Background: an optimization exercise with open tools, aiming at small area, a short achievable clock period and few clock cycles per item. Do not read the settings as production practice. At most, simulation tests tie the RTL to the original design; equivalence was not proved. Power and IR drop assume default switching activity.

## the baseline
==> flow/design.v <==
module cycle_counter (
    input  logic        clk,
    input  logic        load,
    output logic [31:0] cycle_count
);
    always_ff @(posedge clk) begin
        if (load) cycle_count <= 32'd1;
        else      cycle_count <= cycle_count + 32'd1;
    end
endmodule
module filter_config (
    input  logic        clk,         
    input  logic        rst_n,       
    input  logic        cfg_we,      
    input  logic [3:0]  cfg_waddr,   
    input  logic [31:0] cfg_wdata,   
    input  logic [3:0]  cfg_raddr,   
    output logic [31:0] cfg_rdata,   
    output logic [47:0] local_mac,       
    output logic [15:0] ethertype,       
    output logic [7:0]  ip_protocol,     
    output logic [31:0] ip_base,         
    output logic [31:0] ip_mask,         
    output logic [15:0] udp_dst_port     
);
    logic [31:0] mac_lo;     
    logic [15:0] mac_hi;     
    always_ff @(posedge clk or negedge rst_n) begin
        if (!rst_n) begin
            mac_lo         <= 32'hDEADBEEF;   
            mac_hi         <= 16'hCAFE;       
            ethertype      <= 16'h0800;       
            ip_protocol    <= 8'h11;          
            ip_base        <= 32'h0A000100;   
            ip_mask        <= 32'hFFFFFFFC;   
            udp_dst_port   <= 16'd25565;      
        end else if (cfg_we) begin
            case (cfg_waddr)
                4'h0: mac_lo         <= cfg_wdata;            
                4'h1: mac_hi         <= cfg_wdata[15:0];      
                4'h2: ethertype      <= cfg_wdata[15:0];      
                4'h3: ip_protocol    <= cfg_wdata[7:0];       
                4'h4: ip_base        <= cfg_wdata;            
                4'h5: ip_mask        <= cfg_wdata;            
                4'h6: udp_dst_port   <= cfg_wdata[15:0];      
                default: ;                                    
            endcase
        end
    end
    logic [31:0] r01, r23, r45, r67, r03, r47;
    assign r01 = cfg_raddr[0] ? {16'h0, mac_hi} : mac_lo;
    assign r23 = cfg_raddr[0] ? {24'h0, ip_protocol} : {16'h0, ethertype};
    assign r45 = cfg_raddr[0] ? ip_mask : ip_base;
    assign r67 = cfg_raddr[0] ? 32'hDEADBEEF : {16'h0, udp_dst_port};
    assign r03 = cfg_raddr[1] ? r23 : r01;
    assign r47 = cfg_raddr[1] ? r67 : r45;
    assign cfg_rdata = cfg_raddr[3] ? 32'hDEADBEEF : (cfg_raddr[2] ? r47 : r03);
    assign local_mac = {mac_hi, mac_lo};
endmodule
module filter_core(
    input  logic         clk,
    input  logic         rst_n,
    input  logic [255:0] data,
    input  logic         cfg_we,
    input  logic [3:0]   cfg_waddr,
    input  logic [31:0]  cfg_wdata,
    input  logic [3:0]   cfg_raddr,
    output logic [31:0]  cfg_rdata,
    output logic         beat0_ok,
    output logic         beat1_ok
);
    logic [47:0] cfg_local_mac;
    logic [15:0] cfg_ethertype;
    logic [7:0]  cfg_ip_protocol;
    logic [31:0] cfg_ip_base;
    logic [31:0] cfg_ip_mask;
    logic [15:0] cfg_dest_port;
    filter_config my_configuration (
        .clk,
        .rst_n,
        .cfg_we,
        .cfg_waddr,
        .cfg_wdata,
        .cfg_raddr,
        .cfg_rdata,
        .local_mac(cfg_local_mac),
        .ethertype(cfg_ethertype),
        .ip_protocol(cfg_ip_protocol),
        .ip_base(cfg_ip_base),
        .ip_mask(cfg_ip_mask),
        .udp_dst_port(cfg_dest_port)
    );
    assign beat0_ok = (data[47:0]    == cfg_local_mac) &&                     
                      (data[111:96]  == cfg_ethertype) &&                     
                      (data[119:112] == 8'h54) &&                             
                      (data[191:184] == cfg_ip_protocol) &&                   
                      ((data[255:240] & cfg_ip_mask[15:0]) == cfg_ip_base[15:0]);  
    assign beat1_ok = ((data[15:0] & cfg_ip_mask[31:16]) == cfg_ip_base[31:16]) &&  
                      (data[47:32] == cfg_dest_port);                              
endmodule
module header_parser (
    input  logic         clk,
    input  logic         rst_n,
    input  logic  [0:255]  in_data,
    input  logic  [31:0]   in_keep,
    input  logic           in_valid,
    input  logic           in_last,
    output logic  [0:255]  out_data,
    output logic  [0:31]   out_keep,
    output logic           out_valid,
    output logic           out_last,
    output logic           timestamp_valid,
    output logic  [31:0]   timestamp,
    input  logic           out_ready,
    output logic           in_ready,
    input  logic           cfg_we,
    input  logic  [3:0]    cfg_waddr,
    input  logic  [31:0]   cfg_wdata,
    input  logic  [3:0]    cfg_raddr,
    output logic  [31:0]   cfg_rdata
);
    localparam [31:0] HEADER_KEEP = 32'h0000_03FF;    
    typedef enum logic [1:0] {
        IDLE,     
        HDR1,     
        STREAM,   
        DROP      
    } parse_state;
    parse_state state, state_next;
    logic free, pass, b1;
    logic [255:0] d;
    assign d = in_data;
    logic beat0_ok, beat1_ok;
    filter_core my_filter_core (
        .clk,
        .rst_n,
        .data(d),
        .cfg_we,
        .cfg_waddr,
        .cfg_wdata,
        .cfg_raddr,
        .cfg_rdata,
        .beat0_ok,
        .beat1_ok
    );
    logic in_accept;
    assign in_accept = in_valid && in_ready;
    assign in_ready  = free || out_ready;
    assign out_valid = in_valid && (pass || (b1 && beat1_ok && !in_last));
    assign out_data  = in_data;
    assign out_keep  = b1 ? (in_keep & ~HEADER_KEEP) : in_keep;
    assign out_last  = in_last;
    always_comb begin
        state_next = state;
        case (state)
            IDLE:    if (in_accept) state_next = in_last ? IDLE : (beat0_ok ? HDR1 : DROP);
            HDR1:    if (in_accept) state_next = in_last ? IDLE : (beat1_ok ? STREAM : DROP);
            default: if (in_accept && in_last) state_next = IDLE;
        endcase
    end
    always_ff @(posedge clk or negedge rst_n) begin
        if (!rst_n) begin
            state           <= IDLE;
            free            <= 1'b1;
            pass            <= 1'b0;
            b1              <= 1'b0;
            timestamp_valid <= 1'b0;
        end else begin
            state           <= state_next;
            free            <= (state_next == IDLE) || (state_next == DROP);
            pass            <= (state_next == STREAM);
            b1              <= (state_next == HDR1);
            timestamp_valid <= in_accept && in_last && (state == STREAM);
        end
    end
    cycle_counter timestamper (
        .clk,
        .load(in_accept && state == IDLE),
        .cycle_count(timestamp)
    );
endmodule
export LEC_CHECK = 0
export CAP_MARGIN = 20
export CORE_MARGIN = 2
export CORE_UTILIZATION = 25
export PLACE_DENSITY = 0.5
export SETUP_SLACK_MARGIN = 2.5
export SLEW_MARGIN = 20
create_clock -name core_clock -period 5.0 [get_ports {clk}]
standard.sh (not shown) runs the stock make flow with config.mk's settings and CLKGATE_MAP_FILE= SYNTH_SCRIPT=/design/flow/synth_recipe.tcl, a recipe that flattens the netlist after the stock synthesis.
==> flow/flow/run.sh <==
#!/bin/bash
cp standard.sh standard_sh.txt
export BUFFER_PORTS_ARGS="-buffer_cell sky130_fd_sc_hd__buf_1"
bash standard.sh IO_CONSTRAINTS=$PWD/flow/io.tcl > standard.log 2>&1
==> flow/flow/io.tcl <==
# Keep the configuration read port together so the read mux sits next to its pins.
set_io_pin_constraint -group -pin_names {cfg_raddr[0] cfg_raddr[1] cfg_raddr[2] cfg_raddr[3] cfg_rdata[0] cfg_rdata[1] cfg_rdata[2] cfg_rdata[3] cfg_rdata[4] cfg_rdata[5] cfg_rdata[6] cfg_rdata[7] cfg_rdata[8] cfg_rdata[9] cfg_rdata[10] cfg_rdata[11] cfg_rdata[12] cfg_rdata[13] cfg_rdata[14] cfg_rdata[15] cfg_rdata[16] cfg_rdata[17] cfg_rdata[18] cfg_rdata[19] cfg_rdata[20] cfg_rdata[21] cfg_rdata[22] cfg_rdata[23] cfg_rdata[24] cfg_rdata[25] cfg_rdata[26] cfg_rdata[27] cfg_rdata[28] cfg_rdata[29] cfg_rdata[30] cfg_rdata[31]}
The following lists how the candidate was set up differently from the baseline:
-- flow/design.v --
<<< the baseline, line 121
);
    localparam [31:0] HEADER_KEEP = 32'h0000_03FF;    
    typedef enum logic [1:0] {
        IDLE,     
        HDR1,     
        STREAM,   
        DROP      
>>> the candidate, line 121
);
    localparam [31:0] HEADER_KEEP = 32'h0000_03FF;    
    typedef enum logic [2:0] {
        IDLE,     
        HDR1,     
        HDR1_OK,  
        HDR1_NG,  
        STREAM,   
        DROP      
<<< the baseline, line 146
    logic in_accept;
    assign in_accept = in_valid && in_ready;
    assign in_ready  = free || out_ready;
    assign out_valid = in_valid && (pass || (b1 && beat1_ok && !in_last));
    assign out_data  = in_data;
    assign out_keep  = b1 ? (in_keep & ~HEADER_KEEP) : in_keep;
>>> the candidate, line 148
    logic in_accept;
    assign in_accept = in_valid && in_ready;
    assign in_ready  = free || (pass && out_ready);
    assign out_valid = in_valid && pass;
    assign out_data  = in_data;
    assign out_keep  = b1 ? (in_keep & ~HEADER_KEEP) : in_keep;
<<< the baseline, line 155
        case (state)
            IDLE:    if (in_accept) state_next = in_last ? IDLE : (beat0_ok ? HDR1 : DROP);
            HDR1:    if (in_accept) state_next = in_last ? IDLE : (beat1_ok ? STREAM : DROP);
            default: if (in_accept && in_last) state_next = IDLE;
        endcase
>>> the candidate, line 157
        case (state)
            IDLE:    if (in_accept) state_next = in_last ? IDLE : (beat0_ok ? HDR1 : DROP);
            HDR1:    if (in_valid)  state_next = (beat1_ok && !in_last) ? HDR1_OK : HDR1_NG;
            HDR1_OK: if (in_accept) state_next = STREAM;    
            HDR1_NG: if (in_accept) state_next = in_last ? IDLE : DROP;
            default: if (in_accept && in_last) state_next = IDLE;
        endcase
<<< the baseline, line 168
        end else begin
            state           <= state_next;
            free            <= (state_next == IDLE) || (state_next == DROP);
            pass            <= (state_next == STREAM);
            b1              <= (state_next == HDR1);
            timestamp_valid <= in_accept && in_last && (state == STREAM);
        end
>>> the candidate, line 172
        end else begin
            state           <= state_next;
            free            <= (state_next == IDLE) || (state_next == HDR1_NG) || (state_next == DROP);
            pass            <= (state_next == HDR1_OK) || (state_next == STREAM);
            b1              <= (state_next == HDR1_OK);
            timestamp_valid <= in_accept && in_last && (state == STREAM);
        end
==> comparison <==
- On the candidate: portion of the clock cycle consumed by the worst path in the final layout is 4.9 points lower than what the baseline gave.
- Sort the candidate and the baseline by number of flip-flops and latches asc -> top: the baseline
- Diff the baseline -> the candidate: share of synthesized registers carrying an async set or reset saw little to no change, shortest clock period the worst path allows after layout saw a decrease, number of signal-net buffers in the layout saw a decrease.
- Diff the baseline -> the candidate: final cell count without fillers -20; register-to-register slack +0.16 ns; power density over the cells +about 18%; netlist area before placement ~0 delta; via count -about 3%.
Testbench counts of the candidate, summed over its fixed seeds: cycles 28,240, packets 2,400.
Function not checked in the baseline: the RTL went through the layout flow alone.

[static timing again, ports no longer ideal]
The results above use ideal ports. As a check the final layouts listed here were re-extracted and re-timed, cells and wires unchanged.
Step 1, drivers: a clkbuf_16 drives clk and a buf_2 each remaining input, both assumed.
Step 2 also shifts input and output timing later by t, the mid clock arrival at the registers, as if the neighbouring blocks saw the same clock.
Three values: ideal ports, drivers, drivers and shift; two values: the first two.
| run | shift t [ns] | slack for setup (ns) | latest minus earliest clock arrival (ns) | worst register clock-pin slew, ns |
|---|---|---|---|---|
| the baseline | 0.517 | 1.348 / 1.297 / 1.297 | 0.021 / 0.020 | 0.09 / 0.09 |
| the candidate | 0.532 | 1.595 / 1.535 / 1.535 | 0.015 / 0.015 | 0.08 / 0.08 |
After both steps every run listed still meets setup and hold. The setup slack of the candidate, which loses most, moves by -0.060 ns with the drivers and by -0.060 ns with both steps.
